From an optimization exercise on the open Yosys and OpenROAD flow, aimed at small area; shortcuts taken in it are not production practice. Where RTL was checked, it was by simulation tests only, not by an equivalence proof against the original. Only the layout flow was run in runs 1 to 5; the RTL was not checked for function there. Power is estimated from default activity; no workload was simulated.

==> flow/design.v <==
module MULT18x12 #(parameter W = 8)
  (input [W-1:0] a, input [W-1:0] b, input ci, output [W:0] s);
  wire [W:0] c;
  assign c[0] = ci;
  genvar i;
  generate for (i = 0; i < W; i = i + 1) begin : fa
    assign s[i]   = a[i] ^ b[i] ^ c[i];
    assign c[i+1] = (a[i] & b[i]) | (c[i] & (a[i] ^ b[i]));
  end endgenerate
  assign s[W] = c[W];
endmodule
module ROM_18x100_Wre (input [4:0] m, output reg [15:0] q);
  always @* begin
    case (m)
      5'd0:  q = 16'd65280; 5'd1:  q = 16'd65406; 5'd2:  q = 16'd65019;
      5'd3:  q = 16'd64375; 5'd4:  q = 16'd63477; 5'd5:  q = 16'd62328;
      5'd6:  q = 16'd60933; 5'd7:  q = 16'd59298; 5'd8:  q = 16'd57429;
      5'd9:  q = 16'd55333; 5'd10: q = 16'd53019; 5'd11: q = 16'd50496;
      5'd12: q = 16'd47773; 5'd13: q = 16'd44862; 5'd14: q = 16'd41774;
      5'd15: q = 16'd38521; 5'd16: q = 16'd35115; 5'd17: q = 16'd31572;
      5'd18: q = 16'd27903; 5'd19: q = 16'd24125; 5'd20: q = 16'd20251;
      5'd21: q = 16'd16298; 5'd22: q = 16'd12280; 5'd23: q = 16'd8213;
      5'd24: q = 16'd4115;
      default: q = 16'd0;
    endcase
  end
endmodule
module FSK_DFT2 (input clk,
                 input rst,
                 input [11:0] X,
                 input ce,
                 input st,
                 input ce_bit,
                 output wire [10:0] F1_AMP,
                 output wire [10:0] F2_AMP);
  reg [10:0] xm;       
  reg        xs;       
  reg        rs;       
  reg        cb;       
  reg        fresh;    
  reg        z;        
  reg        busy;
  reg [2:0]  stp;      
  reg [4:0]  kr;       
  reg [1:0]  kq;
  wire [11:0] xabs;
  MULT18x12 #(11) XA (.a(X[10:0] ^ {11{X[11]}}), .b(11'd0), .ci(X[11]), .s(xabs));
  wire last = busy & (stp == 3'd7);
  always @(posedge clk) begin
    if (rst) begin
      busy <= 1'b0; stp <= 3'd0; kr <= 5'd0; kq <= 2'd0; fresh <= 1'b1;
    end else begin
      if (ce) begin
        busy <= 1'b1; stp <= 3'd0; fresh <= 1'b0;
      end else begin
        if (last) busy <= 1'b0;
        stp <= stp + 3'd1;
      end
      if (last) begin
        if (cb) begin kr <= 5'd0; kq <= 2'd0; end
        else if (kr == 5'd24) begin kr <= 5'd0; kq <= kq + 2'd1; end
        else kr <= kr + 5'd1;
      end
    end
    if (ce) begin
      xm <= xabs[10:0];
      xs <= X[11];
      rs <= st | ce_bit | fresh;
      cb <= ce_bit;
      z  <= fresh;
    end
  end
  wire       hi   = stp[0];
  wire       hsel = stp[2];      
  wire       sn   = stp[1];      
  wire [5:0] r2x  = {kr, 1'b0};
  wire       r2o  = (r2x >= 6'd25);
  wire [4:0] r    = hsel ? (r2o ? r2x - 6'd25 : r2x) : kr;
  wire [1:0] qd   = hsel ? {kq[0], r2o} : kq;
  wire       mir  = qd[0] ^ sn;
  wire [4:0] m    = mir ? 5'd25 - r : r;
  wire       neg  = sn ? qd[1] : (qd[1] ^ qd[0]);
  wire       big  = (m == 5'd0);   
  wire [15:0] q;
  ROM_18x100_Wre TAB (.m(m), .q(q));
  reg  [10:0] lc;
  wire        s    = xs ^ neg;
  wire [7:0]  qsel = hi ? q[15:8] : q[7:0];
  wire [10:0] l0   = hi ? (lc | (xm & {11{big}})) : 11'd0;
  wire [19:0] acc [0:7];
  wire [11:0] r0;
  MULT18x12 #(11) M0 (.a(l0), .b(xm & {11{qsel[0]}}), .ci(s), .s(r0));
  assign acc[0] = {8'd0, r0};
  genvar gi;
  generate for (gi = 1; gi <= 7; gi = gi + 1) begin : mrow
    wire [11:0] rr;
    MULT18x12 #(11) MR (.a(acc[gi-1][gi+10:gi]), .b(xm & {11{qsel[gi]}}),
                        .ci(s), .s(rr));
    assign acc[gi] = {{(8-gi){1'b0}}, rr, acc[gi-1][gi-1:0]};
  end endgenerate
  wire [10:0] c = acc[7][18:8];
  always @(posedge clk) lc <= c;
  reg [18:0] y0, y1, y2, y3;
  wire [18:0] yin = y0 & {19{~rs}};
  wire [19:0] ysum;
  MULT18x12 #(19) YA (.a(yin), .b({{8{s}}, c ^ {11{s}}}), .ci(s), .s(ysum));
  wire rot = busy & hi;
  always @(posedge clk) begin
    if (rot) begin
      y0 <= y1; y1 <= y2; y2 <= y3; y3 <= ysum[18:0];
    end
  end
  wire [18:0] yc = y0 & {19{~z}};
  wire [18:0] yabs;
  MULT18x12 #(18) YB (.a(yc[17:0] ^ {18{yc[18]}}), .b(18'd0), .ci(yc[18]), .s(yabs));
  wire [17:0] ya = yabs[17:0];
  wire cap  = rot & cb;
  wire cap3 = cap & stp[2] & stp[1];
  reg [7:0] mc;                  
  wire mh = mc[7];
  wire [6:0] u = mc[6:0];
  wire run = (mc != 8'd255);
  wire sq  = run & (u < 7'd18);                       
  wire sr  = run & (u >= 7'd32) & (u < 7'd50);        
  wire sc  = run & (u >= 7'd64) & (u < 7'd73);        
  wire sw  = run & ((u == 7'd73) | ((u == 7'd74) & ~mh));
  wire sh  = cap | sw;           
  reg [19:0] WA;
  reg [17:0] WB, ZA, ZB;
  reg [35:0] P;
  reg [17:0] mask;               
  integer mi;
  always @* for (mi = 0; mi < 18; mi = mi + 1) mask[mi] = (u[4:0] > mi);
  wire [3:0] si = u[3:0];
  wire qh = WB[5'd17 - {si, 1'b0}];
  wire ql = WB[5'd16 - {si, 1'b0}];
  wire ab = WA[17] & sq, bb = WB[17] & sq;
  wire [19:0] ta = {WA[17:0] & mask & {18{ab}}, 1'b0, ab} | ((sc & qh) ? 20'd2620 : 20'd0);
  wire [19:0] tb = {WB & mask & {18{bb}}, 1'b0, bb}      | ((sc & ql) ? 20'd1310 : 20'd0);
  wire [20:0] s1;
  MULT18x12 #(20) SQ1 (.a({P[17:0], 2'b00}), .b(ta), .ci(1'b0), .s(s1));
  wire [20:0] s2;
  MULT18x12 #(20) SQ2 (.a(s1[19:0]), .b(tb), .ci(1'b0), .s(s2));
  wire [16:0] s3;
  MULT18x12 #(16) SQ3 (.a(P[33:18]), .b({15'd0, s1[20]}), .ci(s2[20]), .s(s3));
  wire [35:0] Pn = {s3[15:0], s2[19:0]};
  wire [1:0]  t  = P[35:34];
  wire        bi = (t == 2'd0);                   
  wire [20:0] d;                                  
  MULT18x12 #(20) SR (.a(WA), .b(~{2'b00, WB & mask}), .ci(~bi), .s(d));
  wire        qb = d[20];                         
  wire [19:0] Rn = qb ? {d[17:0], t - 2'd1} : {WA[17:0], t};
  always @(posedge clk) begin
    if (rst) mc <= 8'd255;
    else if (cap3) mc <= 8'd0;
    else if (sq & (u == 7'd17)) mc <= {mh, 7'd32};    
    else if (run) mc <= mc + 8'd1;
    P <= Pn;
    if (rst) begin
      WB[10:0] <= 11'd0; ZB[10:0] <= 11'd0;
    end else if (sh) begin
      WA <= {2'b00, WB}; WB <= ZA; ZA <= ZB;
      ZB <= cap ? ya : {7'd0, P[26:16]};
    end else if (sq) begin
      WA <= (u == 7'd17) ? 20'd0 : {2'b00, WA[16:0], WA[17]};
      WB <= {WB[16:0], WB[17]};
    end else if (sr) begin
      WA <= Rn;
      WB <= {WB[16:0], qb};
    end
  end
  assign F1_AMP = WB[10:0];
  assign F2_AMP = ZB[10:0];
endmodule
==> flow/constraint.sdc <==
create_clock -name core_clock -period 20.0 [get_ports {clk}]
set_input_delay 4.0000 -clock core_clock [delete_from_list [all_inputs] [get_ports {clk}]]
set_output_delay 4.0000 -clock core_clock [all_outputs]
set_load 0.01 [all_outputs]
==> flow/config.mk <==
export PLATFORM = sky130hd
export DESIGN_NAME = FSK_DFT2
export DESIGN_NICKNAME = FSK_DFT2
export VERILOG_FILES = /design/flow/design.v
export SDC_FILE = /design/flow/constraint.sdc
export NUM_CORES = 4
export LEC_CHECK = 0
export ABC_AREA = 1
export CAP_MARGIN = 20
export CORE_MARGIN = 2
export CORE_UTILIZATION = 40
export CTS_BUF_LIST = sky130_fd_sc_hd__clkbuf_4
export CTS_CLUSTER_DIAMETER = 30
export CTS_CLUSTER_SIZE = 8
export SLEW_MARGIN = 20
==> flow/run.sh <==
#!/bin/bash
# synth_recipe.tcl (not shown) runs the flow's synth.tcl, then flattens the netlist and writes it again
# the make line also repeats each setting of config.mk as NAME=value (left out here)
make -C /OpenROAD-flow-scripts/flow DESIGN_CONFIG=/design/flow/config.mk WORK_HOME=/design/flow/orfs CLKGATE_MAP_FILE= SYNTH_SCRIPT=/design/flow/synth_recipe.tcl finish
==> summary.md, run 1 <==
| Metric | Value |
|---|---|
| Status | complete, no violations |
| Final period utilization | 93.5% |
| Cts bufs inserted | 60 |
| TritonCTS Sinks | 232 |
| VDD IR max | 0.000250 V |
| Global-route wire length before repair | 56200 um |
| Cell Area, Synth | 0.0154 sq mm |
| Post-Syn Nets | 1807 |
| Minimum clock period | 18.71 ns |
| Num rows | 71 |
| Chip width | 200 um |
| Synth top area share | 27.9% |
| Routed vias | 10800 |
| Final Setup Violations | 0 |
| Yosys reg bits | 232 |
| Synth Instances | 1569 |
| Worst-path clk slew | 0.08 ns |
| Seq/Total Area, Yosys | 39.5% |
| Postcts setup bufs | 0 |
| RSZ-0062 raised after global routing | no |
| Die Y | 200 um |
| Top FF cell, synth | edfxtp_1 |
| Layout cells sized above 1 | 11.2% |
| Syn. warnings | 2 |
| Layout Nets | 1845 |
| Max-Cap Viols | 0 |
| Clock Skew | 0.0598 ns |
| Hold Vio Cnt, Final | 0 |
| Buf/Inv on CP | 8 |
| Crit path capture type | flop |
| RD Place Congestion | 0.891 |
| Fmax | 53.5 MHz |
| Crit-path most repeated cell | fa_1 |
| Slowest cell on crit path | dfxtp_1 |
| Die ar. | 0.0400 sq mm |
| GRT overflow | 0 |
| Kind of critical path | flop to flop |
| Core area | 0.0378 sq mm |
| HPWL after detailed placement | 25800 um |
| Largest net degree at the start of global routing | 77 |
| Worst Tran Pin Value | 0.978 ns |
| Total placed cells including tap cells | 2056 |
| Clock Latency Late Sink | 0.81 ns |
| Crit path largest cell delay | 0.59 ns |
| Asr flop ratio synth | 0% |
| Fin. max-slew vios | 0 |
| Vias in the first global route | 11000 |
| Drt total wl | 34300 um |
| Final non-filler cell total | 2167 |
| Most common cell after layout, fill and taps aside | nand2_1 |
| # H-tree levels | 2 |
| Initial antenna violation count | 1 |
| Initial DRC Count | 784 |
| Initial Utilization | 40.7% |
| Pre-antenna DRT Iters | 7 |
| EDFF count, synth | 143 |
| Drc violations | 0 |
| TNS Setup | 0 ns |
| Arrival @ worst endpoint | 19.22 ns |
| Antenna Violating Nets Remaining | 0 |
| Syn avg cell area | 9.80 sq um |
| PostCTS Resize Cnt | 0 |
| Startpoint type of the worst setup path | flop |
| CTS Buffer Depth | 3 |
| PD cells | 176 mW/mm^2 |
| Synth cell types | 46 |
| CTS tree | built |
| Metal3 WL | 1770 um |
| Input/output buffers | 38 |
| Vias per cell | 4.96 |
| Wire length on met2 | 16900 um |
| Fill cell count | 3652 |
| CP max FO | 13 |
| Synth-to-Final Area Change | 11.6% |
| Hold_buf cts | 0 |
| Top delay family on crit path | adder cells |
| GRT Overall Usage | 18.1% |
| DR top layer | met4 |
| Crit path required time | 20.52 ns |
| Post-synth top area cell | edfxtp_1 |
| Most frequent cells in the layout | nand2_1 (225), inv_1 (224), nor2_1 (162) |
| Root Buffer | clkbuf_4 |
| Leak Pwr | 7.11 nW |
| Top post-synthesis cells by area | edfxtp_1 (28%), fa_1 (20%), dfxtp_1 (12%) |
| IO Count | 39 |
| Routed len/inst | 15.8 um |
| DRT met1 WL | 14400 um |
| Worst Hold Class | flop to flop |
| Rel. slew slack | 34.5% |
-- Yosys cell counts, types with 5 or more instances --
| cell | n |
|---|---|
| nor2_2 | 8 |
| buf_2 | 7 |
| nand2_1 | 227 |
| o211ai_1 | 24 |
| a31o_2 | 8 |
| inv_2 | 11 |
| nand3_2 | 5 |
| a221oi_1 | 8 |
| a21oi_1 | 25 |
| nor2_1 | 163 |
| nand4_1 | 8 |
| nand3_1 | 94 |
| ha_1 | 70 |
| nor3_1 | 19 |
| o21ai_1 | 10 |
| inv_1 | 225 |
| nand2_2 | 17 |
| clkbuf_1 | 32 |
| dfxtp_1 | 89 |
| xnor2_1 | 25 |
| o21ai_0 | 80 |
| edfxtp_1 | 143 |
| buf_4 | 29 |
| o31ai_1 | 5 |
| xor2_1 | 23 |
| fa_1 | 151 |
| a31oi_1 | 19 |
-- metal layers --
layer  track usage, %  vias to the layer above
li1                 -                     5184
met1             22.3                     5214
met2             31.5                      277
met3             3.11                       77
met4             7.52                        0
met5                0                        -
-- power by group --
group	internal, mW	total (mW)	switching [mW]
combinational	0.801	1.75	0.947
clock	0.320	0.556	0.236
sequential	0.681	0.719	0.0387
total	1.80	3.02	1.22
-- worst paths after layout --
kind                              from     end  slack (ns)  depth (start not counted)
worst min register to register  y2[12]  y1[12]        0.39                          0
worst max-delay path            stp[2]  y3[18]        1.29                         63
worst max register to register  stp[2]  y3[18]        1.29                         63
worst min-delay path            y2[12]  y1[12]        0.39                          0
-- registers in the layout (all words and copies together) (netlist names), 2 cells and up --
signal  cells
P          36
WA         20
WB         18
ZA         18
ZB         18
kq          2
kr          5
lc         11
mc          8
stp         3
xm         11
y0         19
y1         19
y2         19
y3         19
-- per-stage QoR --
stage | util (%) | power [mW] | setup WS (ns) | hold WS, ns | instance area [sq um]
CTS | 45.4 | 3.12 | 1.24 | 0.384 | 17100
finish | 45.4 | 3.02 | 1.29 | 0.392 | 17200
global placement | 42.6 | 2.47 | 1.55 | 0.401 | 16100
detailed placement | 42.6 | 2.55 | 1.26 | 0.405 | 16100
floorplan | - | 2.06 | 2.59 | 0.400 | 15400
global route | 45.4 | 3.37 | 0.413 | 0.403 | 17200
-- cells by family (layout without fill, tap and decap cells) --
logic type                 count (synthesis)  after routing  share of synthesized area [%]
AOI/OAI and AO/OA                        195            195                           7.70
xor gates and xnor gates                  48             48                           2.73
adders and majority gates                221            221                           25.4
buffers and inverters                    315            400                           8.57
DFF                                      232            232                           39.5
muxes                                      1              1                         0.0732
other                                      0              2                              0
and+or+nand+nor                          557            557                           16.1
-- area by class of cell --
type	count	area (sq um)	share of cell area (%)
clock buffer	69	518	3.02
timing repair buffer	50	470	2.74
sequential	232	6080	35.4
clock inverter	40	546	3.18
multi-input combinational	1022	8000	46.6
inverter	241	907	5.29
tap	511	639	3.73
antenna	2	5.00	0.0292
==> run 2, diff against run 1 <==
--- a/flow/config.mk
+++ b/flow/config.mk
@@ -11,5 +11,3 @@
 export CORE_UTILIZATION = 40
-export CTS_BUF_LIST = sky130_fd_sc_hd__clkbuf_4
-export CTS_CLUSTER_DIAMETER = 30
-export CTS_CLUSTER_SIZE = 8
+export CTS_BUF_LIST = sky130_fd_sc_hd__clkbuf_4 sky130_fd_sc_hd__clkbuf_8
 export SLEW_MARGIN = 20
==> run 2 against run 1 <==
Register-to-register slack got worse by 0.02 ns. Maximum frequency barely moved. Routed wire length fell by 0.12%. Utilization fell by 0.39 points. Combinational power barely moved. Via count fell by 0.92%. Global-route usage barely moved. Critical path type unchanged.
==> summary.md, run 2 <==
| Metric | Value |
|---|---|
| Status | complete, no violations |
| Crit path launch | stp[2] |
| Terminus of the critical flop-to-flop path | y3[18] |
| Root Buffer | clkbuf_8 |
| Leak Pwr | 7.04 nW (-0.88%) |
| Seq/Total Area, Yosys | 39.5% (unchanged) |
| Syn avg cell area | 9.80 sq um (unchanged) |
| Layout Nets | 1829 (-0.87%) |
| Slowest cell on crit path | dfxtp_1 |
| Hold_ws | 0.390 ns (-0.00167 ns) |
| Post-Syn Nets | 1807 (unchanged) |
| RSZ-0062 raised after global routing | no |
| Vias in the first global route | 10900 (-0.97%) |
| Post-synth top area cell | edfxtp_1 |
| Worst-path clk slew | 0.06 ns (-0.02 ns) |
| Drt total wl | 34200 um (-0.12%) |
| Most common cell in the netlist | nand2_1 |
| Startpoint type of the worst setup path | flop |
| Most frequent cells in the layout | nand2_1 (225), inv_1 (224), nor2_1 (162) |
| Cts bufs inserted | 44 (-27%) |
| Minimum clock period | 18.72 ns (+0.0155 ns) |
| Top FF cell, synth | edfxtp_1 |
| Kind of critical path | flop to flop |
| Synth top area share | 27.9% (unchanged) |
| Routed len/inst | 16.0 um (+1.2%) |
| Number of flip-flops in the largest register | 36 (unchanged) |
| PD cells | 173 mW/mm^2 (-1.6%) |
| CP max FO | 13 (unchanged) |
| Largest net degree at the start of global routing | 77 (unchanged) |
| Postcts setup bufs | 0 (unchanged) |
| PostCTS Resize Cnt | 0 (unchanged) |
| Hold_buf cts | 0 (unchanged) |
| Fin. max-slew vios | 0 (unchanged) |
| Initial Utilization | 40.7% (unchanged) |
| Cell Area, Placed | 0.0161 sq mm (unchanged) |
| Initial DRC Count | 659 (-16%) |
| TNS Setup | 0 ns (unchanged) |
| GRT overflow | 0 (unchanged) |
| CTS Buffer Depth | 3 (unchanged) |
| Fill cell count | 3672 (+0.55%) |
| Most common cell after layout, fill and taps aside | nand2_1 |
| Reg2reg start | stp[2] |
| Net Sw Frac | 40.4% (about the same) |
| Synth Instances | 1569 (unchanged) |
| Num rows | 71 (unchanged) |
| Synth cell types | 46 (unchanged) |
| Net Sw Power | 1.19 mW (-2.4%) |
| Crit path required time | 20.32 ns (-0.20 ns) |
| Initial antenna violation count | 0 (-1) |
| CTS tree | built |
| Top delay family on crit path | adder cells |
| EDFF count, synth | 143 (unchanged) |
| Die Y | 200 um (unchanged) |
| Buf/Inv on CP | 8 (unchanged) |
| Vias per cell | 4.98 (+0.42%) |
| Commonest cells in the netlist | nand2_1 (227), inv_1 (225), nor2_1 (163) |
| Crit path capture type | flop |
| TritonCTS Sinks | 232 (unchanged) |
| Worst Hold Class | flop to flop |
| Yosys reg bits | 232 (unchanged) |
| Clock Skew | 0.0555 ns (-0.00433 ns) |
| Fmax | 53.4 MHz (about the same) |
| Syn. warnings | 2 (unchanged) |
| Chip width | 200 um (unchanged) |
| VDD IR max | 0.000240 V (-3.9%) |
| Int Power | 1.76 mW (-2.5%) |
| Final instance area | 0.0170 sq mm (-0.85%) |
| RD Place Congestion | 0.891 (unchanged) |
| Routed vias | 10700 (-0.92%) |
| Drc violations | 0 (unchanged) |
| Global-route wire length before repair | 56000 um (-0.36%) |
| Reg2reg setup slack | 1.28 ns (-0.02 ns) |
| Part of the power in the clock network | 16.4% (-2.0 points) |
| Pre-antenna DRT Iters | 6 (-1) |
| Core area | 0.0378 sq mm (unchanged) |
| Crit-path most repeated cell | fa_1 |
| Synth-to-Final Area Change | 10.6% |
| Final period utilization | 93.6% (about the same) |
| Hold Vio Cnt, Final | 0 (unchanged) |
| Clock Latency Late Sink | 0.62 ns (-0.19 ns) |
| Die ar. | 0.0400 sq mm (unchanged) |
| R2R cell count | 63 (unchanged) |
| # H-tree levels | 2 (unchanged) |
| Antenna Violating Nets Remaining | 0 (unchanged) |
| Logic pwr share | 59.2% (+1.4 points) |
| CP Depth | 63 (unchanged) |
| Cell Area, Synth | 0.0154 sq mm (unchanged) |
| Crit path largest cell delay | 0.59 ns (about the same) |
| Arrival @ worst endpoint | 19.04 ns (-0.18 ns) |
| Asr flop ratio synth | 0% (unchanged) |
| Biggest registers after layout | P (36), WA (20) |
| Worst Tran Pin Value | 0.969 ns (-0.00918 ns) |
| Max-Cap Viols | 0 (unchanged) |
| CP endpoint | y3[18] |
| Rel. slew slack | 35.4% (+0.84 points) |
| Final Setup Violations | 0 (unchanged) |
| HPWL after detailed placement | 25800 um (unchanged) |
| Part of the power in registers | 24.4% (+0.6 points) |
| GRT Overall Usage | 18.1% (+0.026 points) |
| Top post-synthesis cells by area | edfxtp_1 (28%), fa_1 (20%), dfxtp_1 (12%) |
| Input/output buffers | 38 (unchanged) |
| Ant. Diodes | 0 (-2) |
| IO Count | 39 (unchanged) |
| Most flop-heavy register | P |
| Layout cells sized above 1 | 9.83% (-1.4 points) |
-- run 2: logic make-up after synthesis --
family | share of synthesized area [%]
DFF | 39.5
buffers and inverters | 8.57
adders and majority gates | 25.4
and+or+nand+nor | 16.1
xor gates and xnor gates | 2.73
AOI/OAI and AO/OA | 7.70
muxes | 0.0732
-- run 2: per-stage QoR --
step	util, %	setup slack [ns]	std cells	power (mW)
3_3_place_gp	42.6	1.55	2056	2.47
2_1_floorplan	-	2.59	1569	2.06
5_1_grt	45.1	0.400	2138	3.29
3_5_place_dp	42.6	1.26	2056	2.55
4_1_cts	45.0	1.20	2138	3.05
6_report	45.1	1.28	2138	2.95
-- run 2: area by class of cell --
cell class / instances / area [sq um] / share of cell area (%)
Multi-Input combinational cell: 1022 / 8000 / 47.0
Sequential cell: 232 / 6080 / 35.7
Inverter: 241 / 907 / 5.33
Clock buffer: 73 / 867 / 5.10
Tap cell: 511 / 639 / 3.76
Timing Repair Buffer: 50 / 470 / 2.77
Clock inverter: 9 / 55.1 / 0.324
-- run 2: routing by layer --
metal / up-vias / GRT usage, % / routed length (um) / part of all wire [%]
li1: 5125 / - / - / -
met4: 0 / 7.27 / 1230 / 3.6
met5: - / 0 / 0 / 0
met3: 79 / 3.49 / 1930 / 5.6
met2: 281 / 31.5 / 16800 / 49
met1: 5168 / 22.2 / 14300 / 42
-- run 2: power by group through the flow --
stage          clock network (mW)  logic [mW]  registers (mW)
2_1_floorplan                   0        1.35           0.707
3_3_place_gp                    0        1.74           0.729
3_5_place_dp                    0        1.82           0.730
4_1_cts                     0.500        1.83           0.721
5_1_grt                     0.519        2.05           0.725
6_report                    0.484        1.74           0.720
-- run 2: worst min path at each step --
stage,from,endpoint,cells past startpoint
global placement,y1[2],y0[2],0
CTS,y3[0],y2[0],0
detailed placement,ZB[17],ZA[17],0
floorplan,ZB[11],ZA[11],0
global route,y3[0],y2[0],0
finish,y3[0],y2[0],0
-- run 2: worst register-to-register path, delay by kind of cell, from the launching register on --
kind,cells,cell delay [ns]
AND/OR/NAND/NOR,8,1.30
adder cells (fa/ha/maj),35,13.12
buffers and inverters,8,0.81
XOR/XNOR,3,0.52
AO/OA/AOI/OAI,9,2.09
flip-flops,1,0.59
==> run 3, diff against run 2 <==
--- a/flow/config.mk
+++ b/flow/config.mk
@@ -11,3 +11,5 @@
 export CORE_UTILIZATION = 40
-export CTS_BUF_LIST = sky130_fd_sc_hd__clkbuf_4 sky130_fd_sc_hd__clkbuf_8
+export CTS_BUF_LIST = sky130_fd_sc_hd__clkbuf_8
+export CTS_CLUSTER_DIAMETER = 60
+export CTS_CLUSTER_SIZE = 12
 export SLEW_MARGIN = 20
==> run 3 against run 2 <==
Sequential share of layout area increased by 0.67 points. Via count is 1.1% lower. Combinational power hardly changed. Clock skew shrank 0.027 ns. First-iteration DRC count up 1.1%. Global-route usage is 0.32 points lower. Highest routed layer unchanged. Synthesized cell count unchanged. Die area did not move. Sequential cell count unchanged. Final area is 1.8% lower.
==> summary.md, run 3 <==
| Metric | Value |
|---|---|
| Synth Area in Simple Gates | 16.1% (unchanged) |
| Initial Utilization | 40.7% (unchanged) |
| PD cells | 171 mW/mm^2 (-1.6%) |
| Max-Cap Viols | 0 (unchanged) |
| Xor and xnor area share after synthesis | 2.73% (unchanged) |
| GRT overflow | 0 (unchanged) |
| Seq/Total Area, Yosys | 39.5% (unchanged) |
| TritonCTS Sinks | 232 (unchanged) |
| GRT Overall Usage | 17.8% (-0.32 points) |
| Yosys reg bits | 232 (unchanged) |
| HPWL after detailed placement | 25800 um (unchanged) |
| Crit path largest cell delay | 0.60 ns (about the same) |
| Commonest cells in the netlist | nand2_1 (227), inv_1 (225), nor2_1 (163) |
| VDD IR max | 0.000270 V (+12%) |
| Antenna Violating Nets Remaining | 0 (unchanged) |
| Syn. warnings | 2 (unchanged) |
| Hold_buf cts | 0 (unchanged) |
| Rel. slew slack | 35.0% (-0.40 points) |
| Clock Latency Late Sink | 0.61 ns (about the same) |
| Worst Hold Class | flop to flop |
| Post-synth top area cell | edfxtp_1 |
| Arrival @ worst endpoint | 19.06 ns (+0.02 ns) |
| Drt total wl | 34000 um (-0.57%) |
| Core area | 0.0378 sq mm (unchanged) |
| Routed vias | 10500 (-1.1%) |
| Complex-gate fraction of the synthesized area | 7.70% (unchanged) |
| Status | complete, no violations |
| Layout Nets | 1813 (-0.87%) |
| TNS Setup | 0 ns (unchanged) |
| Crit-path most repeated cell | fa_1 |
| Terminus of the critical flop-to-flop path | y3[18] |
| Cell Area, Placed | 0.0161 sq mm (unchanged) |
| Initial DRC Count | 666 (+1.1%) |
| Synth cell types | 46 (unchanged) |
| Asr flop ratio synth | 0% (unchanged) |
| Hold Vio Cnt, Final | 0 (unchanged) |
| CP max FO | 13 (unchanged) |
| Ant. Diodes | 0 (unchanged) |
| Largest family of logic cells by synthesized area | adder cells |
| Startpoint type of the worst setup path | flop |
| Fin. max-slew vios | 0 (unchanged) |
| Cts bufs inserted | 28 (-36%) |
| Num rows | 71 (unchanged) |
| Input/output buffers | 38 (unchanged) |
| IO Count | 39 (unchanged) |
| Slowest cell on crit path | dfxtp_1 |
| Final Setup Violations | 0 (unchanged) |
| Post-Syn Nets | 1807 (unchanged) |
| Drc violations | 0 (unchanged) |
| Crit path required time | 20.36 ns (+0.04 ns) |
| Number of flip-flops in the largest register | 36 (unchanged) |
| Routed len/inst | 16.2 um (+0.89%) |
| Largest net degree at the start of global routing | 77 (unchanged) |
| RSZ-0062 raised after global routing | no |
| Place WS | 1.26 ns (unchanged) |
| Top post-synthesis cells by area | edfxtp_1 (28%), fa_1 (20%), dfxtp_1 (12%) |
| Most frequent cells in the layout | inv_1 (234), nand2_1 (225), nor2_1 (162) |
| Hold Path Cell Cnt | 0 (unchanged) |
| R2R cell count | 63 (unchanged) |
| Synth-to-Final Area Change | 8.59% |
| Cell Area, Synth | 0.0154 sq mm (unchanged) |
| Clock Skew | 0.0287 ns (-0.0268 ns) |
| Final instance area | 0.0167 sq mm (-1.8%) |
| Worst-path clk slew | 0.09 ns (+0.03 ns) |
| Vias per cell | 5.00 (+0.36%) |
| Postcts setup bufs | 0 (unchanged) |
| Most common cell in the netlist | nand2_1 |
| Crit path capture type | flop |
| Biggest registers after layout | P (36), WA (20) |
| Synth Instances | 1569 (unchanged) |
| Pre-antenna DRT Iters | 5 (-1) |
| Vias in the first global route | 10800 (-1.4%) |
| Layout cells sized above 1 | 7.58% (-2.3 points) |
| Total power | 2.85 mW (-3.4%) |
| CTS tree | built |
| # H-tree levels | 1 (-1) |
| CTS Buffer Depth | 3 (unchanged) |
| Root Buffer | clkbuf_8 |
| Multiplexer share of the synthesized area | 0.0732% (unchanged) |
| Worst Tran Pin Value | 0.975 ns (+0.00605 ns) |
| Die Y | 200 um (unchanged) |
| Final Core Density | 44.2% (-0.83 points) |
| Hold Crit Start | y2[8] |
| Post-Synth Adder-Cell Area | 25.4% (unchanged) |
| Leak Pwr | 6.89 nW (-2.1%) |
| EDFF count, synth | 143 (unchanged) |
| Chip width | 200 um (unchanged) |
| Global-route wire length before repair | 55500 um (-0.94%) |
| Synth top area share | 27.9% (unchanged) |
| Fmax | 53.5 MHz (+0.11%) |
| Reg2reg setup slack | 1.30 ns (+0.02 ns) |
| Most flop-heavy register | P |
| RD Place Congestion | 0.891 (unchanged) |
| Minimum clock period | 18.70 ns (-0.0197 ns) |
| Final setup margin | 1.30 ns (+0.0197 ns) |
| Kind of critical path | flop to flop |
| Die ar. | 0.0400 sq mm (unchanged) |
| Hold Path End | y1[8] |
| Top FF cell, synth | edfxtp_1 |
| Most common cell after layout, fill and taps aside | inv_1 |
| Reg2reg start | stp[2] |
| Final period utilization | 93.5% (-0.098 points) |
| Syn avg cell area | 9.80 sq um (unchanged) |
| PostCTS Resize Cnt | 0 (unchanged) |
| Initial antenna violation count | 0 (unchanged) |
-- run 3: cell counts after synthesis --
No cell type changed its count.
-- run 3: critical path, delay by kind of cell, from the launching register on --
family / cells / cell delay [ns]
buf+inv: 8 / 0.81
simple gates: 8 / 1.29
xor+xnor: 3 / 0.52
compound gates: 9 / 2.09
fa+ha+maj: 35 / 13.13
flops: 1 / 0.60
-- run 3: cell type report --
cell class                      count  area, sq um
Clock buffer                       30          413
Timing Repair Buffer               50          470
Inverter                          241          907
Sequential cell                   232         6080
Multi-Input combinational cell   1022         8000
Fill cell                        3687        21100
Tap cell                          511          639
Clock inverter                     21          196
-- run 3: kinds of logic after synthesis --
family,count (synthesis)
AND/OR/NAND/NOR,557
XOR/XNOR,48
buffers and inverters,315
multiplexers,1
AO/OA/AOI/OAI,195
flip-flops,232
adder cells (fa/ha/maj),221
-- run 3: where the power goes --
group / switching, mW / internal, mW / total, mW / leakage [nW]
Clock: 0.190 / 0.182 / 0.373 / 0.346
Combinational: 0.952 / 0.803 / 1.76 / 4.51
Sequential: 0.0387 / 0.680 / 0.719 / 2.03
Total: 1.18 / 1.67 / 2.85 / 6.89
-- run 3: worst max-delay path by stage --
stage / startpoint / endpoint / slack, ns / cells past startpoint
after floorplan: kr[2] / y3[18] / 2.59 / 69
after global placement: stp[2] / y3[18] / 1.55 / 64
after detailed placement: stp[2] / y3[18] / 1.26 / 63
after CTS: stp[2] / y3[18] / 1.24 / 63
after global routing: stp[2] / y3[18] / 0.41 / 64
final: stp[2] / y3[18] / 1.30 / 63
-- run 3: layer usage --
layer	share of wire (%)	GRT usage, %	vias up
met3	4.6	2.59	69
met1	42	22.4	5151
met4	3.2	5.79	0
li1	-	-	5079
met2	50	31.6	237
met5	0	0	-
-- run 3: per-stage QoR --
stage               cells  hold slack [ns]
global placement     2056            0.401
CTS                  2107            0.414
detailed placement   2056            0.405
floorplan            1569            0.400
finish               2107            0.415
global route         2107            0.413
==> run 4, diff against run 3 <==
--- a/flow/config.mk
+++ b/flow/config.mk
@@ -11,5 +11,5 @@
 export CORE_UTILIZATION = 40
-export CTS_BUF_LIST = sky130_fd_sc_hd__clkbuf_8
-export CTS_CLUSTER_DIAMETER = 60
-export CTS_CLUSTER_SIZE = 12
+export CTS_BUF_LIST = sky130_fd_sc_hd__clkbuf_16
+export CTS_CLUSTER_DIAMETER = 100
+export CTS_CLUSTER_SIZE = 20
 export SLEW_MARGIN = 20
==> run 4 against run 3 <==
Utilization shrank 0.27 points. Area after synthesis stayed put. Routed wire length fell by 0.58%. Non-clock buffer count did not move.
==> summary.md, run 4 <==
| Metric | Value |
|---|---|
| Initial antenna violation count | 0 (unchanged) |
| Fin. max-slew vios | 0 (unchanged) |
| Minimum clock period | 18.71 ns (+0.00721 ns) |
| IO Count | 39 (unchanged) |
| Fill cell count | 3670 (-0.46%) |
| Syn avg cell area | 9.80 sq um (unchanged) |
| Cell Area, Synth | 0.0154 sq mm (unchanged) |
| Seq/Total Area, Yosys | 39.5% (unchanged) |
| Syn. warnings | 2 (unchanged) |
| Number of flip-flops in the largest register | 36 (unchanged) |
| VDD IR max | 0.000259 V (-3.9%) |
| Initial DRC Count | 696 (+4.5%) |
| Layout Nets | 1802 (-0.61%) |
| Final Core Density | 44.0% (-0.27 points) |
| Startpoint type of the worst setup path | flop |
| Reg2reg start | stp[2] |
| Int Power | 1.64 mW (-1.3%) |
| PD cells | 170 mW/mm^2 (-0.49%) |
| Most common cell in the netlist | nand2_1 |
| Core area | 0.0378 sq mm (unchanged) |
| Largest net degree at the start of global routing | 77 (unchanged) |
| Initial Utilization | 40.7% (unchanged) |
| Synth cell types | 46 (unchanged) |
| Asr flop ratio synth | 0% (unchanged) |
| Crit path largest cell delay | 0.60 ns (about the same) |
| Hold_buf cts | 0 (unchanged) |
| Hold_ws | 0.418 ns (+0.00309 ns) |
| Kind of critical path | flop to flop |
| Layout cells sized above 1 | 6.54% (-1.0 points) |
| Fmax | 53.4 MHz (about the same) |
| Most frequent cells in the layout | inv_1 (230), nand2_1 (225), nor2_1 (162) |
| Worst Tran Pin Value | 0.972 ns (-0.00356 ns) |
| Leak Pwr | 6.82 nW (-1.1%) |
| Ant. Diodes | 0 (unchanged) |
| Num rows | 71 (unchanged) |
| TNS Setup | 0 ns (unchanged) |
| Most flop-heavy register | P |
| RSZ-0062 raised after global routing | no |
| CTS tree | built |
| CP max FO | 13 (unchanged) |
| Worst-path clk slew | 0.08 ns (about the same) |
| Worst Hold Class | flop to flop |
| Synth-to-Final Area Change | 7.93% |
| R2R cell count | 63 (unchanged) |
| Post-Syn Nets | 1807 (unchanged) |
| Die ar. | 0.0400 sq mm (unchanged) |
| Root Buffer | clkbuf_16 |
| RD Place Congestion | 0.891 (unchanged) |
| Vias per cell | 5.06 (+1.1%) |
| Routed vias | 10500 (+0.057%) |
| Final period utilization | 93.6% (about the same) |
| Routed len/inst | 16.2 um (+0.47%) |
| Top post-synthesis cells by area | edfxtp_1 (28%), fa_1 (20%), dfxtp_1 (12%) |
| Multi-input gate area | 0.00800 sq mm (unchanged) |
| TritonCTS Sinks | 232 (unchanged) |
| Chip width | 200 um (unchanged) |
| Buf/Inv on CP | 8 (unchanged) |
| PostCTS Resize Cnt | 0 (unchanged) |
| Yosys reg bits | 232 (unchanged) |
| Part of the power in the clock network | 12.1% (-1.0 points) |
| Hold Path Cell Cnt | 0 (unchanged) |
| Most common cell after layout, fill and taps aside | inv_1 |
| Top delay family on crit path | adder cells |
| Pre-antenna DRT Iters | 5 (unchanged) |
| CTS Buffer Depth | 3 (unchanged) |
| Slowest cell on crit path | dfxtp_1 |
| Hold Crit Start | y2[15] |
| Crit-path most repeated cell | fa_1 |
| HPWL after detailed placement | 25800 um (unchanged) |
| Vias in the first global route | 10600 (-1.1%) |
| Die Y | 200 um (unchanged) |
| Logic pwr share | 62.4% (+0.8 points) |
| CP Depth | 63 (unchanged) |
| Crit path launch | stp[2] |
| Net Sw Frac | 41.6% (+0.13 points) |
| Arrival @ worst endpoint | 18.97 ns (-0.09 ns) |
| Crit path capture type | flop |
| # H-tree levels | 1 (unchanged) |
| Status | complete, no violations |
| Input/output buffers | 38 (unchanged) |
| Sequential standard cell area | 0.00608 sq mm (unchanged) |
| Drt total wl | 33800 um (-0.58%) |
| Top FF cell, synth | edfxtp_1 |
| Crit path required time | 20.26 ns (-0.10 ns) |
| Post-synth top area cell | edfxtp_1 |
| Total power | 2.82 mW (-1.1%) |
| Cts bufs inserted | 17 (-39%) |
| Clock Latency Late Sink | 0.51 ns (-0.10 ns) |
| Global-route wire length before repair | 55100 um (-0.70%) |
| Synth top area share | 27.9% (unchanged) |
| Final Setup Violations | 0 (unchanged) |
| Drc violations | 0 (unchanged) |
| Max-Cap Viols | 0 (unchanged) |
| Antenna Violating Nets Remaining | 0 (unchanged) |
| Commonest cells in the netlist | nand2_1 (227), inv_1 (225), nor2_1 (163) |
| GRT Overall Usage | 17.7% (-0.15 points) |
| EDFF count, synth | 143 (unchanged) |
| Part of the power in registers | 25.5% (+0.2 points) |
| Hold Vio Cnt, Final | 0 (unchanged) |
| GRT overflow | 0 (unchanged) |
| Net Sw Power | 1.17 mW (-0.77%) |
| Postcts setup bufs | 0 (unchanged) |
| Clock Skew | 0.0211 ns (-0.00753 ns) |
| Biggest registers after layout | P (36), WA (20) |
| Synth Instances | 1569 (unchanged) |
| Rel. slew slack | 35.2% (+0.24 points) |
run 4: cell count changes in the layout (fill, tap and decap cells not counted):
cell        previous run  this run
clkbuf_8              30         0
clkbuf_16              0        17
inv_1                234       230
bufinv_16              3         0
clkinv_2               2         0
inv_8                  3         1
clkinv_4               1         2
clkinv_8               0         1
clkinvlp_4             1         0
inv_4                  1         2
run 4: kinds of logic after synthesis:
logic type,Yosys count,synth area share [%]
xor+xnor,48,2.73
fa+ha+maj,221,25.4
simple gates,557,16.1
flops,232,39.5
buf+inv,315,8.57
compound gates,195,7.70
mux,1,0.0732
run 4: per-stage QoR:
step	cells	setup slack (ns)	cell area (sq um)
floorplan	1569	2.59	15400
global route	2085	0.417	16600
finish	2085	1.29	16600
detailed placement	2056	1.26	16100
global placement	2056	1.55	16100
CTS	2085	1.25	16600
run 4: area by class of cell:
| type | count | area share, % |
|---|---|---|
| inverter | 241 | 5.47 |
| timing repair buffer | 50 | 2.83 |
| clock buffer | 17 | 2.56 |
| tap | 511 | 3.85 |
| clock inverter | 12 | 0.498 |
| sequential | 232 | 36.6 |
| multi-input combinational | 1022 | 48.2 |
run 4: power by group through the flow:
stage / clock network (mW) / registers, mW / logic, mW
after floorplan: 0 / 0.707 / 1.35
after global placement: 0 / 0.729 / 1.74
after detailed placement: 0 / 0.730 / 1.82
after CTS: 0.352 / 0.719 / 1.83
after global routing: 0.365 / 0.724 / 2.05
final: 0.340 / 0.720 / 1.76
run 4: path summary, 6_finish.rpt:
check,endpoint,slack [ns]
min reg2reg,y1[15],0.42
max reg2reg,y3[18],1.29
min,y1[15],0.42
max,y3[18],1.29
run 4: layer usage:
metal | track usage [%] | vias to the layer above | routed length [um]
met2 | 31.4 | 267 | 16900
met3 | 2.45 | 48 | 1680
met4 | 4.91 | 0 | 894
met1 | 22.6 | 5177 | 14400
met5 | 0 | - | 0
li1 | - | 5050 | -
==> run 5, diff against run 4 <==
--- a/flow/config.mk
+++ b/flow/config.mk
@@ -13,3 +13,3 @@
 export CTS_CLUSTER_DIAMETER = 100
-export CTS_CLUSTER_SIZE = 20
+export CTS_CLUSTER_SIZE = 26
 export SLEW_MARGIN = 20
==> run 5 against run 4 <==
Still clean on timing, DRC and antenna. Count of clock-buffer cells in the layout shrank 1. Critical path depth did not move. Utilization grew 0.073 points. Synthesized cell count unchanged. Clock skew increased by 0.027 ns. Sequential power hardly changed. Final cell count fell by 0.14%. Critical endpoint unchanged. Largest power group unchanged.
==> summary.md, run 5 <==
| Metric | Value |
|---|---|
| Largest family of logic cells by synthesized area | adder cells |
| Most common cell after layout, fill and taps aside | inv_1 |
| Post-synth top area cell | edfxtp_1 |
| GRT overflow | 0 (unchanged) |
| Rel. slew slack | 35.1% (-0.11 points) |
| Leak Pwr | 6.82 nW (about the same) |
| Postcts setup bufs | 0 (unchanged) |
| Syn avg cell area | 9.80 sq um (unchanged) |
| Final non-filler cell total | 2082 (-0.14%) |
| Hold_buf cts | 0 (unchanged) |
| Drt total wl | 33800 um (about the same) |
| Multi-input gate area | 0.00800 sq mm (unchanged) |
| Cell Area, Synth | 0.0154 sq mm (unchanged) |
| TritonCTS Sinks | 232 (unchanged) |
| Crit path largest cell delay | 0.60 ns (about the same) |
| Slowest cell on crit path | dfxtp_1 |
| Crit path required time | 20.27 ns (about the same) |
| Complex-gate fraction of the synthesized area | 7.70% (unchanged) |
| Seq/Total Area, Yosys | 39.5% (unchanged) |
| Antenna Violating Nets Remaining | 0 (unchanged) |
| Yosys reg bits | 232 (unchanged) |
| RD Place Congestion | 0.891 (unchanged) |
| Num rows | 71 (unchanged) |
| Chip width | 200 um (unchanged) |
| Post-Synth Adder-Cell Area | 25.4% (unchanged) |
| Die ar. | 0.0400 sq mm (unchanged) |
| Final period utilization | 93.6% (+0.095 points) |
| Final Setup Violations | 0 (unchanged) |
| PostCTS Resize Cnt | 0 (unchanged) |
| Worst Tran Pin Value | 0.973 ns (+0.00161 ns) |
| Biggest registers after layout | P (36), WA (20) |
| Crit-path most repeated cell | fa_1 |
| CTS Buffer Depth | 3 (unchanged) |
| Syn. warnings | 2 (unchanged) |
| RSZ-0062 raised after global routing | no |
| Kind of critical path | flop to flop |
| CP max FO | 13 (unchanged) |
| Vias in the first global route | 10600 (-0.15%) |
| IO Count | 39 (unchanged) |
| Layout Nets | 1800 (-0.11%) |
| Clock Skew | 0.0479 ns (+0.0268 ns) |
| Routed len/inst | 16.2 um (+0.10%) |
| Final instance area | 0.0166 sq mm (+0.17%) |
| GRT Overall Usage | 17.7% (+0.043 points) |
| Synth Area in Simple Gates | 16.1% (unchanged) |
| Post-Syn Nets | 1807 (unchanged) |
| Initial Utilization | 40.7% (unchanged) |
| Worst-path clk slew | 0.10 ns (+0.02 ns) |
| Most flop-heavy register | P |
| Top post-synthesis cells by area | edfxtp_1 (28%), fa_1 (20%), dfxtp_1 (12%) |
| Fin. max-slew vios | 0 (unchanged) |
| Hold Vio Cnt, Final | 0 (unchanged) |
| Top delay family on crit path | adder cells |
| Root Buffer | clkbuf_16 |
| Cts bufs inserted | 15 (-2) |
| Total power | 2.82 mW (+0.11%) |
| Asr flop ratio synth | 0% (unchanged) |
| Synth cell types | 46 (unchanged) |
| Largest net degree at the start of global routing | 77 (unchanged) |
| Top FF cell, synth | edfxtp_1 |
| Core area | 0.0378 sq mm (unchanged) |
| EDFF count, synth | 143 (unchanged) |
| CTS tree | built |
| Most common cell in the netlist | nand2_1 |
| Ant. Diodes | 0 (unchanged) |
| Startpoint type of the worst setup path | flop |
| Commonest cells in the netlist | nand2_1 (227), inv_1 (225), nor2_1 (163) |
| PD cells | 170 mW/mm^2 (about the same) |
| Initial DRC Count | 724 (+4.0%) |
| HPWL after detailed placement | 25800 um (unchanged) |
| Xor and xnor area share after synthesis | 2.73% (unchanged) |
| Sequential standard cell area | 0.00608 sq mm (unchanged) |
| Minimum clock period | 18.73 ns (+0.0191 ns) |
| Fmax | 53.4 MHz (-0.10%) |
| Layout cells sized above 1 | 6.56% (+0.012 points) |
| Initial antenna violation count | 0 (unchanged) |
| Arrival @ worst endpoint | 19.00 ns (+0.03 ns) |
| Input/output buffers | 38 (unchanged) |
| Fill cell count | 3667 (-0.082%) |
| Synth-to-Final Area Change | 8.11% |
| # H-tree levels | 1 (unchanged) |
| Die Y | 200 um (unchanged) |
| TNS Setup | 0 ns (unchanged) |
| Most frequent cells in the layout | inv_1 (227), nand2_1 (225), nor2_1 (162) |
| VDD IR max | 0.000248 V (-4.4%) |
| Synth Instances | 1569 (unchanged) |
| Pre-antenna DRT Iters | 5 (unchanged) |
| Status | complete, no violations |
| Total placed cells including tap cells | 2056 (unchanged) |
| Drc violations | 0 (unchanged) |
| Vias per cell | 5.01 (-0.94%) |
| Cell Area, Placed | 0.0161 sq mm (unchanged) |
| Synth top area share | 27.9% (unchanged) |
| Multiplexer share of the synthesized area | 0.0732% (unchanged) |
| Clock Latency Late Sink | 0.54 ns (+0.03 ns) |
| Number of flip-flops in the largest register | 36 (unchanged) |
| Buf/Inv on CP | 8 (unchanged) |
| Global-route wire length before repair | 55200 um (about the same) |
| Routed vias | 10400 (-1.1%) |
| Max-Cap Viols | 0 (unchanged) |
| Crit path capture type | flop |
| Worst Hold Class | flop to flop |
==> run 5: metal layers <==
metal	GRT usage [%]	wire, um	vias up
li1	-	-	5043
met1	22.7	14500	5089
met2	31.5	16800	247
met3	2.12	1600	49
met4	5.13	875	0
met5	0	0	-
==> run 5: where the power goes <==
group | internal (mW) | switching (mW) | leakage, nW | total (mW)
sequential | 0.680 | 0.0391 | 2.03 | 0.719
clock | 0.169 | 0.187 | 0.270 | 0.357
combinational | 0.799 | 0.944 | 4.51 | 1.74
==> run 5: final timing paths <==
check	from	end	slack (ns)	depth (start not counted)
worst max register to register	stp[2]	y3[18]	1.27	63
worst max-delay path	stp[2]	y3[18]	1.27	63
worst min-delay path	y3[17]	y2[17]	0.41	0
worst min register to register	y3[17]	y2[17]	0.41	0
==> run 5: cells by family after synthesis <==
family / count (synthesis)
compound gates: 195
mux: 1
xor+xnor: 48
simple gates: 557
buf+inv: 315
fa+ha+maj: 221
flops: 232
==> run 5: layout make-up <==
cell class                 instances  area share (%)
timing repair buffer              50            2.83
clock buffer                      16            2.41
multi-input combinational       1022            48.1
inverter                         241            5.46
sequential                       232            36.5
tap                              511            3.85
clock inverter                    10           0.813
==> run 5: worst register-to-register path, delay by kind of cell (launching register included) <==
kind | cells | cell delay (ns)
buf+inv | 8 | 0.81
compound gates | 9 | 2.09
xor+xnor | 3 | 0.51
fa+ha+maj | 35 | 13.14
simple gates | 8 | 1.31
flops | 1 | 0.60
==> run 5: stage by stage <==
step | util (%) | setup WS [ns] | hold slack, ns
2_1_floorplan | - | 2.59 | 0.400
3_3_place_gp | 42.6 | 1.55 | 0.401
3_5_place_dp | 42.6 | 1.26 | 0.405
4_1_cts | 44.0 | 1.22 | 0.413
5_1_grt | 44.0 | 0.352 | 0.421
6_report | 44.0 | 1.27 | 0.414
==> run 6, diff against run 5 <==
--- a/flow/design.v
+++ b/flow/design.v
@@ -112,3 +112,3 @@
   end
-  wire [18:0] yc = y0 & {19{~z}};
+  wire [18:0] yc = y0;
   wire [18:0] yabs;
@@ -116,3 +116,3 @@
   wire [17:0] ya = yabs[17:0];
-  wire cap  = rot & cb;
+  wire cap  = rot & cb & ~z;     
   wire cap3 = cap & stp[2] & stp[1];
@@ -127,3 +127,3 @@
   wire sh  = cap | sw;           
-  reg [19:0] WA;
+  reg [18:0] WA;
   reg [17:0] WB, ZA, ZB;
@@ -148,6 +148,6 @@
   wire        bi = (t == 2'd0);                   
-  wire [20:0] d;                                  
-  MULT18x12 #(20) SR (.a(WA), .b(~{2'b00, WB & mask}), .ci(~bi), .s(d));
-  wire        qb = d[20];                         
-  wire [19:0] Rn = qb ? {d[17:0], t - 2'd1} : {WA[17:0], t};
+  wire [19:0] d;                                  
+  MULT18x12 #(19) SR (.a(WA), .b(~{1'b0, WB & mask}), .ci(~bi), .s(d));
+  wire        qb = d[19];                         
+  wire [18:0] Rn = qb ? {d[16:0], t - 2'd1} : {WA[16:0], t};
   always @(posedge clk) begin
@@ -161,6 +161,6 @@
     end else if (sh) begin
-      WA <= {2'b00, WB}; WB <= ZA; ZA <= ZB;
+      WA <= {1'b0, WB}; WB <= ZA; ZA <= ZB;
       ZB <= cap ? ya : {7'd0, P[26:16]};
     end else if (sq) begin
-      WA <= (u == 7'd17) ? 20'd0 : {2'b00, WA[16:0], WA[17]};
+      WA <= (u == 7'd17) ? 19'd0 : {1'b0, WA[16:0], WA[17]};
       WB <= {WB[16:0], WB[17]};
--- a/flow/config.mk
+++ b/flow/config.mk
@@ -11,5 +11,5 @@
 export CORE_UTILIZATION = 40
-export CTS_BUF_LIST = sky130_fd_sc_hd__clkbuf_16
-export CTS_CLUSTER_DIAMETER = 100
-export CTS_CLUSTER_SIZE = 26
+export CTS_BUF_LIST = sky130_fd_sc_hd__clkbuf_8
+export CTS_CLUSTER_DIAMETER = 80
+export CTS_CLUSTER_SIZE = 18
 export SLEW_MARGIN = 20
==> run 6 against run 5 <==
Clock power down 27%. Combinational power down 13%. First-iteration DRC count down 5.8%. Count of clock-buffer cells in the layout up 5. Die area down 0.15%. Register-to-register slack better by 0.18 ns. Final area down 1.6%. Critical path depth up 2. Via count down 1.7%. Synthesized cell count down 0.25%. Power down 11%. Critical path type unchanged.
==> summary.md, run 6 <==
| Metric | Value |
|---|---|
| Initial Utilization | 40.7% (-0.063 points) |
| Routed len/inst | 15.7 um (-3.5%) |
| Status | complete, no violations |
| Die ar. | 0.0400 sq mm (-0.15%) |
| Final period utilization | 92.7% (-0.91 points) |
| TNS Setup | 0 ns (unchanged) |
| Commonest cells in the netlist | nand2_1 (237), inv_1 (231), fa_1 (150) |
| Sequential standard cell area | 0.00605 sq mm (-0.49%) |
| Global-route wire length before repair | 54200 um (-1.7%) |
| PostCTS Resize Cnt | 0 (unchanged) |
| Startpoint type of the worst setup path | flop |
| Crit path largest cell delay | 0.62 ns (+0.02 ns) |
| Minimum clock period | 18.55 ns (-0.181 ns) |
| Post-synth top area cell | edfxtp_1 |
| Layout cells sized above 1 | 7.09% (+0.53 points) |
| Ant. Diodes | 0 (unchanged) |
| Layout Nets | 1792 (-0.44%) |
| Initial antenna violation count | 0 (unchanged) |
| Kind of critical path | flop to flop |
| Hold_ws | 0.411 ns (-0.00260 ns) |
| HPWL after detailed placement | 25200 um (-2.2%) |
| Slowest cell on crit path | dfxtp_1 |
| Worst Hold Class | flop to flop |
| Antenna Violating Nets Remaining | 0 (unchanged) |
| Most common cell after layout, fill and taps aside | inv_1 |
| VDD IR max | 0.000211 V (-15%) |
| DR top layer | met4 |
| Crit-path most repeated cell | fa_1 |
| CTS Buffer Depth | 3 (unchanged) |
| Most flop-heavy register | P |
| R2R cell count | 65 (+3.2%) |
| Top FF cell, synth | edfxtp_1 |
| Terminus of the critical flop-to-flop path | y3[18] |
| Drt total wl | 32600 um (-3.7%) |
| Num rows | 71 (unchanged) |
| Most common cell in the netlist | nand2_1 |
| Post-Syn Nets | 1803 (-0.22%) |
| Worst-path clk slew | 0.11 ns (about the same) |
| Cell Area, Synth | 0.0154 sq mm (-0.15%) |
| PD cells | 153 mW/mm^2 (-10%) |
| Drc violations | 0 (unchanged) |
| Rel. slew slack | 32.1% (-3.0 points) |
| Metal3 WL | 1210 um (-24%) |
| Initial DRC Count | 682 (-5.8%) |
| Vias per cell | 4.94 (-1.5%) |
| Worst Tran Pin Value | 1.02 ns (+0.0440 ns) |
| Crit path capture type | flop |
| Hold Path End | y1[1] |
| GRT Overall Usage | 17.1% (-0.60 points) |
| Asr flop ratio synth | 0% (unchanged) |
| CP max FO | 14 (+1) |
| EDFF count, synth | 142 (-0.70%) |
| Crit path required time | 20.31 ns (+0.04 ns) |
| Synth top area share | 27.8% (-0.15 points) |
| Hold_buf cts | 0 (unchanged) |
| # H-tree levels | 1 (unchanged) |
| Arrival @ worst endpoint | 18.86 ns (-0.14 ns) |
| Fmax | 53.9 MHz (+0.98%) |
| Number of flip-flops in the largest register | 36 (unchanged) |
| Syn avg cell area | 9.81 sq um (+0.10%) |
| Vias in the first global route | 10400 (-2.1%) |
| Routed vias | 10300 (-1.7%) |
| DRT met1 WL | 14700 um (+0.86%) |
| Yosys reg bits | 231 (-0.43%) |
| Hold Vio Cnt, Final | 0 (unchanged) |
| CTS tree | built |
| Seq/Total Area, Yosys | 39.4% (-0.13 points) |
| Pre-antenna DRT Iters | 6 (+1) |
| Wire length on met2 | 15700 um (-6.6%) |
| RD Place Congestion | 0.929 (+4.3%) |
| Chip width | 200 um (about the same) |
| Die Y | 200 um (about the same) |
| Max-Cap Viols | 0 (unchanged) |
| Multi-input gate area | 0.00795 sq mm (-0.55%) |
| Total power | 2.50 mW (-11%) |
| Final Setup Violations | 0 (unchanged) |
| RSZ-0062 raised after global routing | no |
| Synth cell types | 47 (+2.2%) |
| Leak Pwr | 6.81 nW (-0.14%) |
| IO Count | 39 (unchanged) |
| Fill cell count | 3693 (+0.71%) |
| Core area | 0.0378 sq mm (unchanged) |
| Largest net degree at the start of global routing | 77 (unchanged) |
| Top post-synthesis cells by area | edfxtp_1 (28%), fa_1 (20%), dfxtp_1 (12%) |
| Reg2reg setup slack | 1.45 ns (+0.18 ns) |
| Input/output buffers | 38 (unchanged) |
| Synth Instances | 1565 (-0.25%) |
| Hold Path Cell Cnt | 0 (unchanged) |
| Fin. max-slew vios | 0 (unchanged) |
| Cts bufs inserted | 18 (+3) |
| Root Buffer | clkbuf_8 |
| Clock Latency Late Sink | 0.54 ns (about the same) |
| Clock Skew | 0.0303 ns (-0.0176 ns) |
| TritonCTS Sinks | 231 (-0.43%) |
| Synth-to-Final Area Change | 6.52% |
| Reg2reg start | stp[2] |
| Syn. warnings | 2 (unchanged) |
| Most frequent cells in the layout | inv_1 (236), nand2_1 (234), fa_1 (150) |
| Hold Crit Start | y2[1] |
| Postcts setup bufs | 0 (unchanged) |
| GRT overflow | 0 (unchanged) |
[run 6: metal layers]
metal  GRT usage, %  vias to the layer above
li1               -                     5012
met1           22.8                     4990
met2           29.3                      199
met3           2.08                       50
met4           5.10                        0
met5              0                        -
[run 6: kinds of logic (layout without fill, tap and decap cells)]
group           Yosys count  in the layout  synth area share (%)
compound gates          197            197                  7.74
xor+xnor                 49             49                  2.80
fa+ha+maj               221            221                  25.3
buf+inv                 323            324                  8.94
flops                   231            231                  39.4
simple gates            544            544                  15.8
[run 6: worst max-delay path by stage]
| stage | to | start | slack [ns] | depth (start not counted) |
|---|---|---|---|---|
| after global routing | y3[18] | stp[2] | 0.62 | 65 |
| after detailed placement | y3[18] | stp[2] | 1.36 | 67 |
| after floorplan | y3[18] | kr[2] | 2.64 | 69 |
| final | y3[18] | stp[2] | 1.45 | 65 |
| after CTS | y3[18] | stp[2] | 1.34 | 67 |
| after global placement | y3[18] | stp[2] | 1.60 | 67 |
[run 6: area by class of cell]
type	count	share of cell area (%)
Inverter	250	5.77
Multi-Input combinational cell	1011	48.6
Timing Repair Buffer	42	2.51
Tap cell	511	3.91
Sequential cell	231	37.0
Clock buffer	21	1.77
Clock inverter	11	0.451
[run 6: critical path, delay by kind of cell, from the launching register on]
kind / cells / cell delay [ns]
fa+ha+maj: 35 / 13.35
compound gates: 7 / 1.56
buf+inv: 8 / 0.64
flops: 1 / 0.62
xor+xnor: 3 / 0.52
simple gates: 12 / 1.58
[run 6: stage by stage]
step / utilization (%) / worst slack (ns) / instance area [sq um] / instances
2_1_floorplan: - / 2.64 / 15400 / 1565
3_3_place_gp: 42.3 / 1.60 / 16000 / 2045
3_5_place_dp: 42.3 / 1.36 / 16000 / 2045
4_1_cts: 43.3 / 1.34 / 16300 / 2077
5_1_grt: 43.3 / 0.616 / 16400 / 2077
6_report: 43.3 / 1.45 / 16400 / 2077
[run 6: power breakdown]
group	leakage (nW)	internal, mW	switching (mW)	total [mW]
clock network	0.211	0.101	0.161	0.262
logic	4.57	0.692	0.829	1.52
registers	2.02	0.676	0.0386	0.715
total	6.81	1.47	1.03	2.50
==> run 7, diff against run 6 <==
--- a/flow/config.mk
+++ b/flow/config.mk
@@ -11,5 +11,5 @@
 export CORE_UTILIZATION = 40
-export CTS_BUF_LIST = sky130_fd_sc_hd__clkbuf_8
-export CTS_CLUSTER_DIAMETER = 80
-export CTS_CLUSTER_SIZE = 18
+export CTS_BUF_LIST = sky130_fd_sc_hd__clkbuf_16
+export CTS_CLUSTER_DIAMETER = 100
+export CTS_CLUSTER_SIZE = 20
 export SLEW_MARGIN = 20
==> run 7 against run 6 <==
Register-to-register slack worse by 0.03 ns. Worst setup slack worse by 0.033 ns. Count of clock-buffer cells in the layout down 3. Clock skew up 0.0061 ns. Die area unchanged. Global-route usage up 0.10 points. Combinational power about the same. Highest routed layer unchanged. First-iteration DRC count up 4.7%.
==> summary.md, run 7 <==
| Metric | Value |
|---|---|
| Final Setup Violations | 0 (unchanged) |
| Drc violations | 0 (unchanged) |
| Synth top area share | 27.8% (unchanged) |
| Clock Skew | 0.0364 ns (+0.00614 ns) |
| Cts bufs inserted | 16 (-2) |
| Drt total wl | 32700 um (+0.40%) |
| Pre-antenna DRT Iters | 5 (-1) |
| Max-Cap Viols | 0 (unchanged) |
| Top post-synthesis cells by area | edfxtp_1 (28%), fa_1 (20%), dfxtp_1 (12%) |
| Startpoint type of the worst setup path | flop |
| Synth Instances | 1565 (unchanged) |
| Largest net degree at the start of global routing | 77 (unchanged) |
| Yosys reg bits | 231 (unchanged) |
| Most common cell after layout, fill and taps aside | inv_1 |
| Antenna Violating Nets Remaining | 0 (unchanged) |
| Input/output buffers | 38 (unchanged) |
| Final period utilization | 92.9% (+0.17 points) |
| Root Buffer | clkbuf_16 |
| Hold_buf cts | 0 (unchanged) |
| Most common cell in the netlist | nand2_1 |
| Core area | 0.0378 sq mm (unchanged) |
| Global-route wire length before repair | 54500 um (+0.58%) |
| Routed vias | 10300 (+0.14%) |
| R2R cell count | 65 (unchanged) |
| Reg2reg setup slack | 1.42 ns (-0.03 ns) |
| Arrival @ worst endpoint | 18.84 ns (-0.02 ns) |
| Fin. max-slew vios | 0 (unchanged) |
| Layout cells sized above 1 | 6.78% (-0.31 points) |
| Slowest cell on crit path | dfxtp_1 |
| Clock Latency Late Sink | 0.51 ns (-0.03 ns) |
| VDD IR max | 0.000215 V (+2.2%) |
| Syn. warnings | 2 (unchanged) |
| RD Place Congestion | 0.929 (unchanged) |
| Terminus of the critical flop-to-flop path | y3[18] |
| Syn avg cell area | 9.81 sq um (unchanged) |
| Die ar. | 0.0400 sq mm (unchanged) |
| Worst-path clk slew | 0.09 ns (-0.02 ns) |
| Seq/Total Area, Yosys | 39.4% (unchanged) |
| CTS tree | built |
| Hold Crit Start | y1[5] |
| Hold_ws | 0.420 ns (+0.00826 ns) |
| Initial DRC Count | 714 (+4.7%) |
| Ant. Diodes | 0 (unchanged) |
| EDFF count, synth | 142 (unchanged) |
| Reg2reg start | stp[2] |
| Initial antenna violation count | 0 (unchanged) |
| Number of flip-flops in the largest register | 36 (unchanged) |
| PD cells | 156 mW/mm^2 (+1.9%) |
| Final setup margin | 1.42 ns (-0.0333 ns) |
| Top FF cell, synth | edfxtp_1 |
| Most flop-heavy register | P |
| Hold Vio Cnt, Final | 0 (unchanged) |
| Fmax | 53.8 MHz (-0.18%) |
| Hold Path End | y0[5] |
| Routed len/inst | 15.8 um (+0.54%) |
| Initial Utilization | 40.7% (unchanged) |
| Crit-path most repeated cell | fa_1 |
| Chip width | 200 um (unchanged) |
| Hold Path Cell Cnt | 0 (unchanged) |
| Cell Area, Synth | 0.0154 sq mm (unchanged) |
| RSZ-0062 raised after global routing | no |
| Crit path required time | 20.25 ns (-0.06 ns) |
| Status | complete, no violations |
| GRT Overall Usage | 17.2% (+0.10 points) |
| Crit path largest cell delay | 0.62 ns (about the same) |
| GRT overflow | 0 (unchanged) |
| Synth-to-Final Area Change | 7.56% |
| Worst Tran Pin Value | 1.00 ns (-0.0158 ns) |
| Place WS | 1.36 ns (unchanged) |
| Vias per cell | 4.95 (+0.28%) |
| Post-synth top area cell | edfxtp_1 |
| Layout Nets | 1791 (-0.056%) |
| Worst Hold Class | flop to flop |
| Die Y | 200 um (unchanged) |
| PostCTS Resize Cnt | 0 (unchanged) |
| Synth cell types | 47 (unchanged) |
| Minimum clock period | 18.58 ns (+0.0333 ns) |
| Commonest cells in the netlist | nand2_1 (237), inv_1 (231), fa_1 (150) |
| Postcts setup bufs | 0 (unchanged) |
| TritonCTS Sinks | 231 (unchanged) |
| Num rows | 71 (unchanged) |
| IO Count | 39 (unchanged) |
| CTS Buffer Depth | 3 (unchanged) |
| Most frequent cells in the layout | inv_1 (237), nand2_1 (234), fa_1 (150) |
| Leak Pwr | 6.88 nW (+1.0%) |
| Post-Syn Nets | 1803 (unchanged) |
| Kind of critical path | flop to flop |
| TNS Setup | 0 ns (unchanged) |
| Crit path capture type | flop |
| Asr flop ratio synth | 0% (unchanged) |
| CP max FO | 14 (unchanged) |
| Vias in the first global route | 10500 (+0.45%) |
| HPWL after detailed placement | 25200 um (unchanged) |
| # H-tree levels | 1 (unchanged) |
| Rel. slew slack | 33.2% (+1.1 points) |
| Final Core Density | 43.7% (+0.42 points) |
## run 7: cell counts after synthesis
No cell type changed its count.
## run 7: how the worst max path moves through the flow
| stage | from | end | slack, ns | cells past startpoint |
|---|---|---|---|---|
| 2_1_floorplan | kr[2] | y3[18] | 2.64 | 69 |
| 4_1_cts | stp[2] | y3[18] | 1.31 | 67 |
| 6_report | stp[2] | y3[18] | 1.42 | 65 |
| 3_5_place_dp | stp[2] | y3[18] | 1.36 | 67 |
| 3_3_place_gp | stp[2] | y3[18] | 1.60 | 67 |
| 5_1_grt | stp[2] | y3[18] | 0.58 | 65 |
## run 7: report_power, final
part	switching, mW	internal [mW]	leakage (nW)	total, mW
Combinational	0.829	0.692	4.57	1.52
Sequential	0.0385	0.676	2.02	0.714
Clock	0.170	0.165	0.278	0.335
## run 7: per-stage QoR
stage | area, sq um | power (mW) | cells
after floorplan | 15400 | 2.00 | 1565
after global placement | 16000 | 2.28 | 2045
after detailed placement | 16000 | 2.30 | 2045
after CTS | 16500 | 2.64 | 2073
after global routing | 16500 | 2.88 | 2074
final | 16500 | 2.57 | 2074
## run 7: kinds of logic (layout without fill, tap and decap cells)
kind of cell	count (synthesis)	after routing	synth area share, %
buffers and inverters	323	321	8.94
xor gates and xnor gates	49	49	2.80
DFF	231	231	39.4
adders and majority gates	221	221	25.3
and+or+nand+nor	544	544	15.8
AOI/OAI and AO/OA	197	197	7.74
## run 7: final cells by class
| cell class | count | area, sq um |
|---|---|---|
| flip-flops and latches | 231 | 6050 |
| clock inverters | 10 | 57.6 |
| well taps | 511 | 639 |
| inverters | 250 | 943 |
| multi-input cells | 1011 | 7950 |
| fillers | 3677 | 21200 |
| clock buffers | 18 | 450 |
| repair buffers | 43 | 425 |
## run 7: worst max-delay path, delay by kind of cell, from the launching register on
| family | cells | cell delay [ns] |
|---|---|---|
| simple gates | 12 | 1.58 |
| buf+inv | 8 | 0.65 |
| compound gates | 7 | 1.56 |
| xor+xnor | 3 | 0.52 |
| fa+ha+maj | 35 | 13.36 |
| flops | 1 | 0.62 |
## run 7: layer usage
| metal | track usage [%] | up-vias | routed length, um |
|---|---|---|---|
| li1 | - | 5016 | - |
| met4 | 5.84 | 0 | 1100 |
| met1 | 23.0 | 4982 | 14600 |
| met3 | 1.97 | 52 | 1230 |
| met5 | 0 | - | 0 |
| met2 | 29.2 | 215 | 15800 |

[afterwards: timing with drivers on the ports]
The results above use ideal ports. As a check the final layouts listed here were re-extracted and re-timed, cells and wires unchanged.
Step 1 assumes that a clkbuf_16 drives the clock port and a buf_2 every other input.
Step 2 adds t to the input delays and takes it off the output delays; t is the mean of the earliest and latest rising clock arrival at the registers after step 1. Input paths then give back, and output paths get back, about the clock's delay inside the block.
Three values: no drivers, after step 1, after step 2; two values: the first two.
run	shift t [ns]	setup slack, ns	worst register clock-pin slew, ns	cell pins on the clock port's net
run 1	0.829	1.292 / 1.292 / 1.292	0.09 / 0.09	1
run 2	0.641	1.277 / 1.277 / 1.277	0.06 / 0.06	1
run 3	0.648	1.296 / 1.297 / 1.297	0.09 / 0.09	1
run 4	0.558	1.289 / 1.289 / 1.289	0.09 / 0.09	1
run 5	0.565	1.270 / 1.270 / 1.270	0.11 / 0.11	1
run 6	0.573	1.452 / 1.452 / 1.452	0.12 / 0.12	1
run 7	0.539	1.418 / 1.418 / 1.418	0.10 / 0.10	1
After both steps setup and hold are still met in every run listed.
